This is an optimization exercise on Yosys and OpenROAD, whose aim is small area, not a production implementation. Only simulation tests tie the RTL to the original design; equivalence was not proved. Power and IR drop assume default switching activity.

==> run a: inputs <==
## ALUG13
module ALUG13 (
    input               clk,
    input               rst_n,
    input      [63:0]   A,
    input      [63:0]   B,
    input      [3:0]    op_code,
    input      [5:0]    sub_start,  
    input      [5:0]    sub_len,   
    input      [5:0]    shift_amt,
    output reg [63:0]   O,
    output reg          overflow   
);
==> module ALUG13, before the edit <==
module ALUG13 (
    input               clk,
    input               rst_n,
    input      [63:0]   A,
    input      [63:0]   B,
    input      [3:0]    op_code,
    input      [5:0]    sub_start,  
    input      [5:0]    sub_len,   
    input      [5:0]    shift_amt,
    output reg [63:0]   O,
    output reg          overflow   
);
    reg [63:0] result;
    reg        carry;
    reg [63:0] A_shifted;
    reg [63:0] mask;
    always @(*) begin
        result = 64'b0;
        carry  = 1'b0;
        mask      = 64'b0;
        A_shifted = 64'b0;
        if (op_code == 4'b0000) begin
            {carry, result} = A + B;
        end
        else if (op_code == 4'b0001) begin
            {carry, result} = A - B;
        end
        else if (op_code == 4'b0010) begin
            result = A & B;
        end
        else if (op_code == 4'b0011) begin
            result = A | B;
        end
        else if (op_code == 4'b0100) begin
            result = ~(A ^ B);
        end
        else if (op_code == 4'b0101) begin
            if (A > B)
				result = 64'd1;
			else
				result = 64'd0;
            carry = 1'b0;
        end
        else if (op_code == 4'b0110) begin
            result = A << shift_amt;
        end
        else if (op_code == 4'b0111) begin
            result = A >> shift_amt;
        end
        else if (op_code == 4'b1000) begin
            if (sub_len == 0)
                mask = 64'b0;
            else
                mask = (64'h1 << sub_len) - 1;
            if ( ((A >> sub_start) & mask) == ((B >> sub_start) & mask) )
                result = 64'b1;
            else
                result = 64'b0;
        end
        else if (op_code == 4'b1001) begin
            A_shifted = A >> shift_amt;
            if (A_shifted > B)
                result = 64'b1;
            else
                result = 64'b0;
            carry = 1'b0;
        end
        else if (op_code == 4'b1010) begin
            A_shifted = A << shift_amt;
            if (A_shifted > B)
                result = 64'b1;
            else
                result = 64'b0;
            carry = 1'b0;
        end
    end
    always @(posedge clk or negedge rst_n) begin
        if (!rst_n) begin
            O <= 64'b0;
            overflow <= 1'b0;
        end 
        else begin
            O <= result;
            overflow <= carry;
        end
    end
endmodule
export LEC_CHECK = 0
export CAP_MARGIN = 20
export CORE_MARGIN = 2
export CORE_UTILIZATION = 30
export SLEW_MARGIN = 20
create_clock -name core_clock -period 9.0 [get_ports {clk}]
run.sh (not shown) runs the stock make flow with config.mk's settings and CLKGATE_MAP_FILE= SYNTH_SCRIPT=/design/flow/synth_recipe.tcl, a recipe that flattens the netlist after the stock synthesis.
==> run b (differences from run a) <==
==> flow/design.v (replaced) <==
`timescale 1ns/1ps
module ALUG13 (
    input               clk,
    input               rst_n,
    input      [63:0]   A,
    input      [63:0]   B,
    input      [3:0]    op_code,
    input      [5:0]    sub_start,
    input      [5:0]    sub_len,
    input      [5:0]    shift_amt,
    output reg [63:0]   O,
    output reg          overflow
);
    wire [3:0] o = op_code;
    wire op_add  = (o == 4'd0);
    wire op_sub  = (o == 4'd1);
    wire op_and  = (o == 4'd2);
    wire op_or   = (o == 4'd3);
    wire op_xnor = (o == 4'd4);
    wire op_gt   = (o == 4'd5);
    wire op_shl  = (o == 4'd6);
    wire op_shr  = (o == 4'd7);
    wire op_sub8 = (o == 4'd8);
    wire op_rgt  = (o == 4'd9);
    wire op_lgt  = (o == 4'd10);
    wire left    = o[1] & ~o[0];         
    wire msk_in  = ~(o[1] | o[0]);       
    wire rev     = ~o[0];                
    wire s0      = ~o[2] & (o[1] ? o[0] : ~o[0]);       
    wire s1      = o[2] | (o[0] & ~o[1]);               
    wire s2      = ~s0;                                 
    wire s3      = ~o[2] & ~o[1] & ~o[0];               
    wire cin     = o[0] & ~o[2];                        
    wire arith   = ~o[3] & ~o[2] & ~o[1];               
    integer k;
    reg  [63:0] lmask;
    always @(*) begin
        for (k = 0; k < 64; k = k + 1)
            lmask[k] = (k < sub_len);
    end
    reg  [63:0] sh_in, X;
    always @(*) begin
        for (k = 0; k < 64; k = k + 1)
            sh_in[k] = msk_in ? lmask[63-k] : (left ? A[63-k] : A[k]);
    end
    wire [5:0]  amt = msk_in ? sub_start : shift_amt;
    wire [63:0] sr  = sh_in >> amt;
    always @(*) begin
        for (k = 0; k < 64; k = k + 1)
            X[k] = rev ? sr[63-k] : sr[k];
    end
    wire [63:0] pp = A | (B & {64{s0}}) | (~B & {64{s1}});
    wire [63:0] gg = A & ((~B & {64{s2}}) | (B & {64{s3}}));
    wire [63:0] hh = pp ^ gg;
    wire [63:0] g = gg;
    wire [63:0] p = pp;
    reg [63:0] G, T;
    integer l, i;
    always @(*) begin
        G = g;
        T = p;
        G[0] = g[0] | (p[0] & cin);
        for (l = 0; l < 6; l = l + 1) begin
            for (i = (2 << l) - 1; i < 64; i = i + (2 << l)) begin
                G[i] = G[i] | (T[i] & G[i - (1 << l)]);
                T[i] = T[i] & T[i - (1 << l)];
            end
        end
        for (l = 4; l >= 0; l = l - 1) begin
            for (i = 3 * (1 << l) - 1; i < 64; i = i + (2 << l)) begin
                G[i] = G[i] | (T[i] & G[i - (1 << l)]);
                T[i] = T[i] & T[i - (1 << l)];
            end
        end
    end
    wire [63:0] c   = {G[62:0], cin};
    wire [63:0] F   = hh ^ (c & {64{arith}});
    wire        co  = G[63];
    reg [63:0] CG, CP;
    integer w;
    always @(*) begin
        CG = X & ~B;
        CP = X | ~B;
        for (w = 1; w < 64; w = w * 2)
            for (i = 0; i < 64; i = i + 2 * w) begin
                CG[i] = CG[i + w] | (CP[i + w] & CG[i]);
                CP[i] = CP[i + w] & CP[i];
            end
    end
    wire xgt = CG[0];
    wire eq = ~|(hh & X);
    reg [63:0] result;
    reg        carry;
    always @(*) begin
        result = ({64{op_add | op_sub | op_and | op_or | op_xnor}} & F)
               | ({64{op_shl | op_shr}} & X);
        result[0] = result[0] | (op_gt & co) | ((op_rgt | op_lgt) & xgt) | (op_sub8 & eq);
        carry = (op_add & co) | (op_sub & ~co);
    end
    always @(posedge clk or negedge rst_n) begin
        if (!rst_n) begin
            O <= 64'b0;
            overflow <= 1'b0;
        end
        else begin
            O <= result;
            overflow <= carry;
        end
    end
endmodule
==> flow/flow/run.sh (new file) <==
#!/bin/bash
# The standard ORFS layout (standard.sh) with these changes:
#  - synthesis maps the logic with an area-first ABC script
#    (flow/abc_area.script: area mapping, then buffering and sizing against a
#    6 ns target) instead of the default delay-first one, and without the
#    separate full/half adder extraction; the Yosys front end, register
#    mapping, flatten and renaming are the standard ones (synth_recipe.tcl);
#  - port buffers use sky130_fd_sc_hd__buf_1;
#  - clock tree synthesis uses sky130_fd_sc_hd__clkbuf_8 and no dummy loads.
# Each tool's output goes to its own log here and under orfs/logs.
set -euo pipefail
W=$(pwd)
cp flow/abc_area.script "$W/abc_area.script"
sed "s|^source \$::env(SCRIPTS_DIR)/synth_preamble.tcl|&\nset abc_args [list -script $W/abc_area.script {*}\$lib_args {*}\$lib_dont_use_args -constr \$::env(OBJECTS_DIR)/abc.constr -D 6000]|" \
    "$FLOW_HOME/scripts/synth.tcl" > "$W/synth_core.tcl"
grep -q "abc_area.script {\*}" "$W/synth_core.tcl"
sed "s|\$::env(SCRIPTS_DIR)/synth.tcl|$W/synth_core.tcl|" synth_recipe.tcl > "$W/my_synth.tcl"
grep -q "synth_core.tcl" "$W/my_synth.tcl"
ARGS=(SYNTH_SCRIPT="$W/my_synth.tcl" ADDER_MAP_FILE= "BUFFER_PORTS_ARGS=-buffer_cell sky130_fd_sc_hd__buf_1"
      "CTS_ARGS=-sink_clustering_enable -repair_clock_nets -buf_list sky130_fd_sc_hd__clkbuf_8 -root_buf sky130_fd_sc_hd__clkbuf_8 -dont_use_dummy_load")
bash standard.sh "${ARGS[@]}" synth > "$W/synth.log" 2>&1
grep -q "abc_area.script" orfs/logs/*/ALUG13/base/1_2_yosys.log
bash standard.sh "${ARGS[@]}" finish > "$W/layout.log" 2>&1
==> flow/flow/abc_area.script (new file) <==
strash
dch
amap
topo
buffer -c
upsize -c
dnsize -c
==> flow/standard.sh (new file) <==
#!/bin/bash
# synth_recipe.tcl (not shown) runs the flow's synth.tcl, then flattens the netlist and writes it again
# the make line also repeats each setting of config.mk as NAME=value (left out here)
make -C /OpenROAD-flow-scripts/flow DESIGN_CONFIG=/design/flow/config.mk WORK_HOME=/design/flow/orfs CLKGATE_MAP_FILE= SYNTH_SCRIPT=/design/flow/synth_recipe.tcl "${@:-finish}"
- CORE_UTILIZATION: 30 -> 60
removed: flow/run.sh
==> comparison table <==
Syn nets: run a 4503; run b 2063
Hold slack: run a 1.312 ns; run b 1.627 ns
Final core utilization: run a 33.72%; run b 65.91%
Static leakage: run a 0.01349 µW; run b 0.005169 µW
Comb pwr: run a 2470 µW; run b 1150 µW
Seq/Total Area, Yosys: run a 5.448%; run b 13.09%
Number of iterations in the first detailed-routing pass: run a 7; run b 12
Die X: run a 319.5 µm; run b 147.9 µm
Post-layout min period: run a 7.245 ns; run b 8.415 ns
Total vias in the final route: run a 35168; run b 18206
Run status: run a complete, no violations; run b complete, no violations
GRT Total Usage: run a 31.54%; run b 54.58%
Vertical die dimension: run a 319.5 µm; run b 147.9 µm
Relative slew slack: run a 18.34%; run b 21.99%
Cell type with the largest total area after synthesis: run a sky130_fd_sc_hd__mux4_2; run b sky130_fd_sc_hd__dfrtp_1
Endpoint arrival time on the critical path: run a 7.57 ns; run b 8.73 ns
Count of filler cells inserted in the layout: run a 10421; run b 1850
Gpl congestion: run a 1.093; run b 1.161
Maximum VDD drop: run a 98.62 µV; run b 82.62 µV
Final WS setup: run a 1.755 ns; run b 0.5850 ns
Clock root cell: run a sky130_fd_sc_hd__clkbuf_16; run b sky130_fd_sc_hd__clkbuf_8

========
==> 12-18 <==
Another version of the RTL of ALUG13 (not shown whole).
==> module ALUG13, before the edit <==
module ALUG13 (
    input               clk,
    input               rst_n,
    input      [63:0]   A,
    input      [63:0]   B,
    input      [3:0]    op_code,
    input      [5:0]    sub_start,
    input      [5:0]    sub_len,
    input      [5:0]    shift_amt,
    output reg [63:0]   O,
    output reg          overflow
);
    wire op_add  = (op_code == 4'd0);
    wire op_sub  = (op_code == 4'd1);
    wire op_and  = (op_code == 4'd2);
    wire op_or   = (op_code == 4'd3);
    wire op_xnor = (op_code == 4'd4);
    wire op_gt   = (op_code == 4'd5);
    wire op_shl  = (op_code == 4'd6);
    wire op_shr  = (op_code == 4'd7);
    wire op_sub8 = (op_code == 4'd8);
    wire op_rgt  = (op_code == 4'd9);
    wire op_lgt  = (op_code == 4'd10);
    wire left    = op_shl | op_lgt;
    wire inv_b   = op_sub | op_gt | op_rgt | op_lgt;
    wire cin     = op_sub;
    reg  [63:0] sh_in, sh_out;
    integer k;
    always @(*) begin
        for (k = 0; k < 64; k = k + 1)
            sh_in[k] = left ? A[63-k] : A[k];
    end
    wire [63:0] sr = sh_in >> shift_amt;
    always @(*) begin
        for (k = 0; k < 64; k = k + 1)
            sh_out[k] = left ? sr[63-k] : sr[k];
    end
    wire [63:0] P = (op_rgt | op_lgt) ? sh_out : A;
    wire [63:0] Q = B ^ {64{inv_b}};
    wire [63:0] g = P & Q;
    wire [63:0] p = P ^ Q;
    reg [63:0] G, T;
    integer l, i;
    always @(*) begin
        G = g;
        T = p;
        G[0] = g[0] | (p[0] & cin);
        for (l = 0; l < 6; l = l + 1) begin
            for (i = (2 << l) - 1; i < 64; i = i + (2 << l)) begin
                G[i] = G[i] | (T[i] & G[i - (1 << l)]);
                T[i] = T[i] & T[i - (1 << l)];
            end
        end
        for (l = 4; l >= 0; l = l - 1) begin
            for (i = 3 * (1 << l) - 1; i < 64; i = i + (2 << l)) begin
                G[i] = G[i] | (T[i] & G[i - (1 << l)]);
                T[i] = T[i] & T[i - (1 << l)];
            end
        end
    end
    wire [63:0] c   = {G[62:0], cin};
    wire [63:0] sum = p ^ c;
    wire        co  = G[63];
    wire [6:0] s_end = {1'b0, sub_start} + {1'b0, sub_len};
    reg [63:0] win;
    always @(*) begin
        for (k = 0; k < 64; k = k + 1)
            win[k] = (k >= sub_start) && (k < s_end);
    end
    wire eq = ~|(p & win);
    reg [63:0] result;
    reg        carry;
    always @(*) begin
        result = ({64{op_add | op_sub}} & sum)
               | ({64{op_and}}  & g)
               | ({64{op_or}}   & (g | p))
               | ({64{op_xnor}} & ~p)
               | ({64{op_shl | op_shr}} & sh_out);
        result[0] = result[0] | ((op_gt | op_rgt | op_lgt) & co) | (op_sub8 & eq);
        carry = (op_add & co) | (op_sub & ~co);
    end
    always @(posedge clk or negedge rst_n) begin
        if (!rst_n) begin
            O <= 64'b0;
            overflow <= 1'b0;
        end
        else begin
            O <= result;
            overflow <= carry;
        end
    end
endmodule
Settings: LEC_CHECK=0, ABC_AREA=1, CAP_MARGIN=20, CORE_MARGIN=2, CORE_UTILIZATION=30, SLEW_MARGIN=20; clock period 9.0 ns.
Stock flow here: none of the scripts above is used.
==> inputs of 07-13, as changes to 12-18 <==
==> flow/design.v, changed modules only <==
module ALUG13 (
    input               clk,
    input               rst_n,
    input      [63:0]   A,
    input      [63:0]   B,
    input      [3:0]    op_code,
    input      [5:0]    sub_start,
    input      [5:0]    sub_len,
    input      [5:0]    shift_amt,
    output reg [63:0]   O,
    output reg          overflow
);
    wire [3:0] o = op_code;
    wire op_add  = (o == 4'd0);
    wire op_sub  = (o == 4'd1);
    wire op_and  = (o == 4'd2);
    wire op_or   = (o == 4'd3);
    wire op_xnor = (o == 4'd4);
    wire op_gt   = (o == 4'd5);
    wire op_shl  = (o == 4'd6);
    wire op_shr  = (o == 4'd7);
    wire op_sub8 = (o == 4'd8);
    wire op_rgt  = (o == 4'd9);
    wire op_lgt  = (o == 4'd10);
    wire left    = o[1] & ~o[0];         
    wire msk_in  = ~(o[1] | o[0]);       
    wire rev     = ~o[0];                
    wire inv_b   = o[0] & ~o[1];         
    wire cin     = o[0] & ~o[2];         
    integer k;
    reg  [63:0] lmask;
    always @(*) begin
        for (k = 0; k < 64; k = k + 1)
            lmask[k] = (k < sub_len);
    end
    reg  [63:0] sh_in, X;
    always @(*) begin
        for (k = 0; k < 64; k = k + 1)
            sh_in[k] = msk_in ? lmask[63-k] : (left ? A[63-k] : A[k]);
    end
    wire [5:0]  amt = msk_in ? sub_start : shift_amt;
    wire [63:0] sr  = sh_in >> amt;
    always @(*) begin
        for (k = 0; k < 64; k = k + 1)
            X[k] = rev ? sr[63-k] : sr[k];
    end
    wire [63:0] Q = B ^ {64{inv_b}};
    wire [63:0] g = A & Q;
    wire [63:0] p = A ^ Q;
    reg [63:0] G, T;
    integer l, i;
    always @(*) begin
        G = g;
        T = p;
        G[0] = g[0] | (p[0] & cin);
        for (l = 0; l < 6; l = l + 1) begin
            for (i = (2 << l) - 1; i < 64; i = i + (2 << l)) begin
                G[i] = G[i] | (T[i] & G[i - (1 << l)]);
                T[i] = T[i] & T[i - (1 << l)];
            end
        end
        for (l = 4; l >= 0; l = l - 1) begin
            for (i = 3 * (1 << l) - 1; i < 64; i = i + (2 << l)) begin
                G[i] = G[i] | (T[i] & G[i - (1 << l)]);
                T[i] = T[i] & T[i - (1 << l)];
            end
        end
    end
    wire [63:0] c   = {G[62:0], cin};
    wire [63:0] sum = p ^ c;
    wire        co  = G[63];
    reg [63:0] CG, CP;
    integer w;
    always @(*) begin
        CG = X & ~B;
        CP = X | ~B;
        for (w = 1; w < 64; w = w * 2)
            for (i = 0; i < 64; i = i + 2 * w) begin
                CG[i] = CG[i + w] | (CP[i + w] & CG[i]);
                CP[i] = CP[i + w] & CP[i];
            end
    end
    wire xgt = CG[0];
    wire eq = ~|(p & X);
    reg [63:0] result;
    reg        carry;
    always @(*) begin
        result = ({64{op_add | op_sub}} & sum)
               | ({64{op_and}}  & g)
               | ({64{op_or}}   & (g | p))
               | ({64{op_xnor}} & ~p)
               | ({64{op_shl | op_shr}} & X);
        result[0] = result[0] | (op_gt & co) | ((op_rgt | op_lgt) & xgt) | (op_sub8 & eq);
        carry = (op_add & co) | (op_sub & ~co);
    end
    always @(posedge clk or negedge rst_n) begin
        if (!rst_n) begin
            O <= 64'b0;
            overflow <= 1'b0;
        end
        else begin
            O <= result;
            overflow <= carry;
        end
    end
endmodule
==> flow/flow/run.sh (new file) <==
#!/bin/bash
# The standard ORFS layout (standard.sh) with two changes:
#  - synthesis maps the logic with an area-first ABC script
#    (flow/abc_area.script: area mapping, then buffering and sizing against a
#    6 ns target) instead of the default delay-first one, and without the
#    separate full/half adder extraction; the Yosys front end, register
#    mapping, flatten and renaming are the standard ones (synth_recipe.tcl);
#  - port buffers use sky130_fd_sc_hd__buf_1;
#  - clock tree synthesis uses sky130_fd_sc_hd__clkbuf_8 and no dummy loads.
# Each tool's output goes to its own log here and under orfs/logs.
set -euo pipefail
W=$(pwd)
cp flow/abc_area.script "$W/abc_area.script"
sed "s|^source \$::env(SCRIPTS_DIR)/synth_preamble.tcl|&\nset abc_args [list -script $W/abc_area.script {*}\$lib_args {*}\$lib_dont_use_args -constr \$::env(OBJECTS_DIR)/abc.constr -D 6000]|" \
    "$FLOW_HOME/scripts/synth.tcl" > "$W/synth_core.tcl"
grep -q "abc_area.script {\*}" "$W/synth_core.tcl"
sed "s|\$::env(SCRIPTS_DIR)/synth.tcl|$W/synth_core.tcl|" synth_recipe.tcl > "$W/my_synth.tcl"
grep -q "synth_core.tcl" "$W/my_synth.tcl"
ARGS=(SYNTH_SCRIPT="$W/my_synth.tcl" ADDER_MAP_FILE= "BUFFER_PORTS_ARGS=-buffer_cell sky130_fd_sc_hd__buf_1"
      "CTS_ARGS=-sink_clustering_enable -repair_clock_nets -buf_list sky130_fd_sc_hd__clkbuf_8 -root_buf sky130_fd_sc_hd__clkbuf_8 -dont_use_dummy_load")
bash standard.sh "${ARGS[@]}" synth > "$W/synth.log" 2>&1
grep -q "abc_area.script" orfs/logs/*/ALUG13/base/1_2_yosys.log
bash standard.sh "${ARGS[@]}" finish > "$W/layout.log" 2>&1
==> flow/flow/abc_area.script (new file) <==
strash
dch
amap
topo
buffer -c
upsize -c
dnsize -c
==> flow/standard.sh (new file) <==
#!/bin/bash
# synth_recipe.tcl (not shown) runs the flow's synth.tcl, then flattens the netlist and writes it again
# the make line also repeats each setting of config.mk as NAME=value (left out here)
make -C /OpenROAD-flow-scripts/flow DESIGN_CONFIG=/design/flow/config.mk WORK_HOME=/design/flow/orfs CLKGATE_MAP_FILE= SYNTH_SCRIPT=/design/flow/synth_recipe.tcl "${@:-finish}"
--- a/flow/config.mk
+++ b/flow/config.mk
@@ -5,8 +5,7 @@
 export SDC_FILE = /design/flow/constraint.sdc
 export NUM_CORES = 4
 export LEC_CHECK = 0
-export ABC_AREA = 1
 export CAP_MARGIN = 20
 export CORE_MARGIN = 2
-export CORE_UTILIZATION = 30
+export CORE_UTILIZATION = 60
 export SLEW_MARGIN = 20
removed: flow/run.sh
==> inputs of 03-05, as changes to 12-18 <==
==> flow/design.v, changed modules only <==
module ALUG13 (
    input               clk,
    input               rst_n,
    input      [63:0]   A,
    input      [63:0]   B,
    input      [3:0]    op_code,
    input      [5:0]    sub_start,
    input      [5:0]    sub_len,
    input      [5:0]    shift_amt,
    output reg [63:0]   O,
    output reg          overflow
);
    wire [3:0] o = op_code;
    wire op_add  = (o == 4'd0);
    wire op_sub  = (o == 4'd1);
    wire op_and  = (o == 4'd2);
    wire op_or   = (o == 4'd3);
    wire op_xnor = (o == 4'd4);
    wire op_gt   = (o == 4'd5);
    wire op_shl  = (o == 4'd6);
    wire op_shr  = (o == 4'd7);
    wire op_sub8 = (o == 4'd8);
    wire op_rgt  = (o == 4'd9);
    wire op_lgt  = (o == 4'd10);
    wire left    = o[1] & ~o[0];         
    wire msk_in  = ~(o[1] | o[0]);       
    wire rev     = ~o[0];                
    wire inv_b   = o[0] & ~o[1];         
    wire cin     = o[0] & ~o[2];         
    integer k;
    reg  [63:0] lmask;
    always @(*) begin
        for (k = 0; k < 64; k = k + 1)
            lmask[k] = (k < sub_len);
    end
    reg  [63:0] sh_in, X;
    always @(*) begin
        for (k = 0; k < 64; k = k + 1)
            sh_in[k] = msk_in ? lmask[63-k] : (left ? A[63-k] : A[k]);
    end
    wire [5:0]  amt = msk_in ? sub_start : shift_amt;
    wire [63:0] sr  = sh_in >> amt;
    always @(*) begin
        for (k = 0; k < 64; k = k + 1)
            X[k] = rev ? sr[63-k] : sr[k];
    end
    wire [63:0] Q = B ^ {64{inv_b}};
    wire [63:0] g = A & Q;
    wire [63:0] p = A ^ Q;
    reg [63:0] G, T;
    integer l, i;
    always @(*) begin
        G = g;
        T = p;
        G[0] = g[0] | (p[0] & cin);
        for (l = 0; l < 6; l = l + 1) begin
            for (i = (2 << l) - 1; i < 64; i = i + (2 << l)) begin
                G[i] = G[i] | (T[i] & G[i - (1 << l)]);
                T[i] = T[i] & T[i - (1 << l)];
            end
        end
        for (l = 4; l >= 0; l = l - 1) begin
            for (i = 3 * (1 << l) - 1; i < 64; i = i + (2 << l)) begin
                G[i] = G[i] | (T[i] & G[i - (1 << l)]);
                T[i] = T[i] & T[i - (1 << l)];
            end
        end
    end
    wire [63:0] c   = {G[62:0], cin};
    wire [63:0] sum = p ^ c;
    wire        co  = G[63];
    reg [63:0] CG, CP;
    integer w;
    always @(*) begin
        CG = X & ~B;
        CP = X | ~B;
        for (w = 1; w < 64; w = w * 2)
            for (i = 0; i < 64; i = i + 2 * w) begin
                CG[i] = CG[i + w] | (CP[i + w] & CG[i]);
                CP[i] = CP[i + w] & CP[i];
            end
    end
    wire xgt = CG[0];
    wire eq = ~|(p & X);
    reg [63:0] result;
    reg        carry;
    always @(*) begin
        result = ({64{op_add | op_sub}} & sum)
               | ({64{op_and}}  & g)
               | ({64{op_or}}   & (g | p))
               | ({64{op_xnor}} & ~p)
               | ({64{op_shl | op_shr}} & X);
        result[0] = result[0] | (op_gt & co) | ((op_rgt | op_lgt) & xgt) | (op_sub8 & eq);
        carry = (op_add & co) | (op_sub & ~co);
    end
    always @(posedge clk or negedge rst_n) begin
        if (!rst_n) begin
            O <= 64'b0;
            overflow <= 1'b0;
        end
        else begin
            O <= result;
            overflow <= carry;
        end
    end
endmodule
==> flow/flow/run.sh (new file) <==
#!/bin/bash
# The standard ORFS layout (standard.sh) with two changes:
#  - synthesis maps the logic with an area-first ABC script
#    (flow/abc_area.script: area mapping, then buffering and sizing against a
#    6 ns target) instead of the default delay-first one, and without the
#    separate full/half adder extraction; the Yosys front end, register
#    mapping, flatten and renaming are the standard ones (synth_recipe.tcl);
#  - port buffers use sky130_fd_sc_hd__buf_1.
# Each tool's output goes to its own log here and under orfs/logs.
set -euo pipefail
W=$(pwd)
cp flow/abc_area.script "$W/abc_area.script"
sed "s|^source \$::env(SCRIPTS_DIR)/synth_preamble.tcl|&\nset abc_args [list -script $W/abc_area.script {*}\$lib_args {*}\$lib_dont_use_args -constr \$::env(OBJECTS_DIR)/abc.constr -D 6000]|" \
    "$FLOW_HOME/scripts/synth.tcl" > "$W/synth_core.tcl"
grep -q "abc_area.script {\*}" "$W/synth_core.tcl"
sed "s|\$::env(SCRIPTS_DIR)/synth.tcl|$W/synth_core.tcl|" synth_recipe.tcl > "$W/my_synth.tcl"
grep -q "synth_core.tcl" "$W/my_synth.tcl"
ARGS=(SYNTH_SCRIPT="$W/my_synth.tcl" ADDER_MAP_FILE= "BUFFER_PORTS_ARGS=-buffer_cell sky130_fd_sc_hd__buf_1")
bash standard.sh "${ARGS[@]}" synth > "$W/synth.log" 2>&1
grep -q "abc_area.script" orfs/logs/*/ALUG13/base/1_2_yosys.log
bash standard.sh "${ARGS[@]}" finish > "$W/layout.log" 2>&1
==> flow/flow/abc_area.script (new file) <==
strash
dch
amap
topo
buffer -c
upsize -c
dnsize -c
==> flow/standard.sh (new file) <==
#!/bin/bash
# synth_recipe.tcl (not shown) runs the flow's synth.tcl, then flattens the netlist and writes it again
# the make line also repeats each setting of config.mk as NAME=value (left out here)
make -C /OpenROAD-flow-scripts/flow DESIGN_CONFIG=/design/flow/config.mk WORK_HOME=/design/flow/orfs CLKGATE_MAP_FILE= SYNTH_SCRIPT=/design/flow/synth_recipe.tcl "${@:-finish}"
--- a/flow/config.mk
+++ b/flow/config.mk
@@ -5,7 +5,6 @@
 export SDC_FILE = /design/flow/constraint.sdc
 export NUM_CORES = 4
 export LEC_CHECK = 0
-export ABC_AREA = 1
 export CAP_MARGIN = 20
 export CORE_MARGIN = 2
 export CORE_UTILIZATION = 30
removed: flow/run.sh
==> qor summary <==
                                                                                                              12-18                     03-05                    07-13
Non-filler cells, final                                                                                       3,909                     2,707                    2,433
Slowest CP cell                                                                          sky130_fd_sc_hd__a2111oi_0  sky130_fd_sc_hd__o32ai_1   sky130_fd_sc_hd__inv_2
Combined area of the multi-input logic cells                                                           13,700 sq um                9820 sq um               9800 sq um
Detailed-routing wirelength on met1                                                                       36,400 um                 29,400 um                19,900 um
Total track usage                                                                                             29.0%                     31.2%                    52.2%
Post-Syn Nets                                                                                                 3,374                     2,204                    2,204
Status                                                                                      complete, no violations   complete, no violations  complete, no violations
Placed cell count                                                                                             3,892                     2,685                    2,421
Final standard cell area without fillers                                                               20,200 sq um              14,100 sq um             13,500 sq um
Non-Clock Buffer Count                                                                                          259                       249                      247
Highest ir drop seen on vdd                                                                                 89.5 uV                   90.1 uV                  81.0 uV
Power Dens Cells                                                                                        117 nW/um^2               137 nW/um^2              126 nW/um^2
Clock transition at the register clock pins on the worst setup and hold paths after CTS                     0.07 ns                   0.06 ns                  0.09 ns
Fraction of the mapped netlist area in adder cells                                                            13.7%                        0%                       0%
Area growth from synthesis to final layout                                                                    17.2%                     13.0%                    8.35%
Vias after detailed routing                                                                                  21,800                    17,900                   18,400
Part of the power in combinational logic                                                                      67.3%                     61.4%                    67.4%
Sequential fraction of the synthesis area                                                                     9.43%                     13.0%                    13.0%
Most used cell along the critical path                                                     sky130_fd_sc_hd__nand2_1   sky130_fd_sc_hd__o22a_1                        -
Worst Path Required                                                                                         9.21 ns                   9.28 ns                  9.29 ns
Switching part of the total power                                                                             52.1%                     51.2%                    54.6%
Routed length on met2                                                                                     37,900 um                 30,800 um                23,900 um
Register share of total power                                                                                 14.8%                     17.3%                    19.5%
Crit path to                                                                                        O[57]$_DFF_PN0_            O[0]$_DFF_PN0_           O[0]$_DFF_PN0_

-- static timing again, ports no longer ideal --
No port has a modelled driver above. Below, the same layouts with a new extraction and two added sets of constraints. Step 1, drivers: a clkbuf_16 drives clk and a buf_2 each remaining input, both assumed. Step 2, shift: input delay + t, output delay - t, t = (earliest + latest rising clock arrival at the registers) / 2. This alone moves slack from input paths to output paths. a / b / c = no drivers / after step 1 / after step 2; a / b = the first two.
run	t, ns	setup slack, ns	latest minus earliest clock arrival (ns)	slew at the worst register clock pin (ns)	worst data-port slew with drivers (ns)
run a	0.446	1.755 / 1.719 / 1.274	0.017 / 0.017	0.07 / 0.07	0.09
run b	0.411	0.585 / 0.599 / 0.187	0.023 / 0.023	0.09 / 0.09	0.09
12-18	0.411	1.035 / 1.067 / 0.656	0.016 / 0.016	0.07 / 0.07	0.07
07-13	0.408	1.042 / 1.061 / 0.652	0.031 / 0.031	0.09 / 0.09	0.09
03-05	0.420	0.630 / 0.663 / 0.243	0.011 / 0.010	0.06 / 0.06	0.11
After both steps setup and hold are still met in every run listed. The setup slack of run a, which loses most, moves by -0.036 ns with the drivers and by -0.481 ns with both steps.
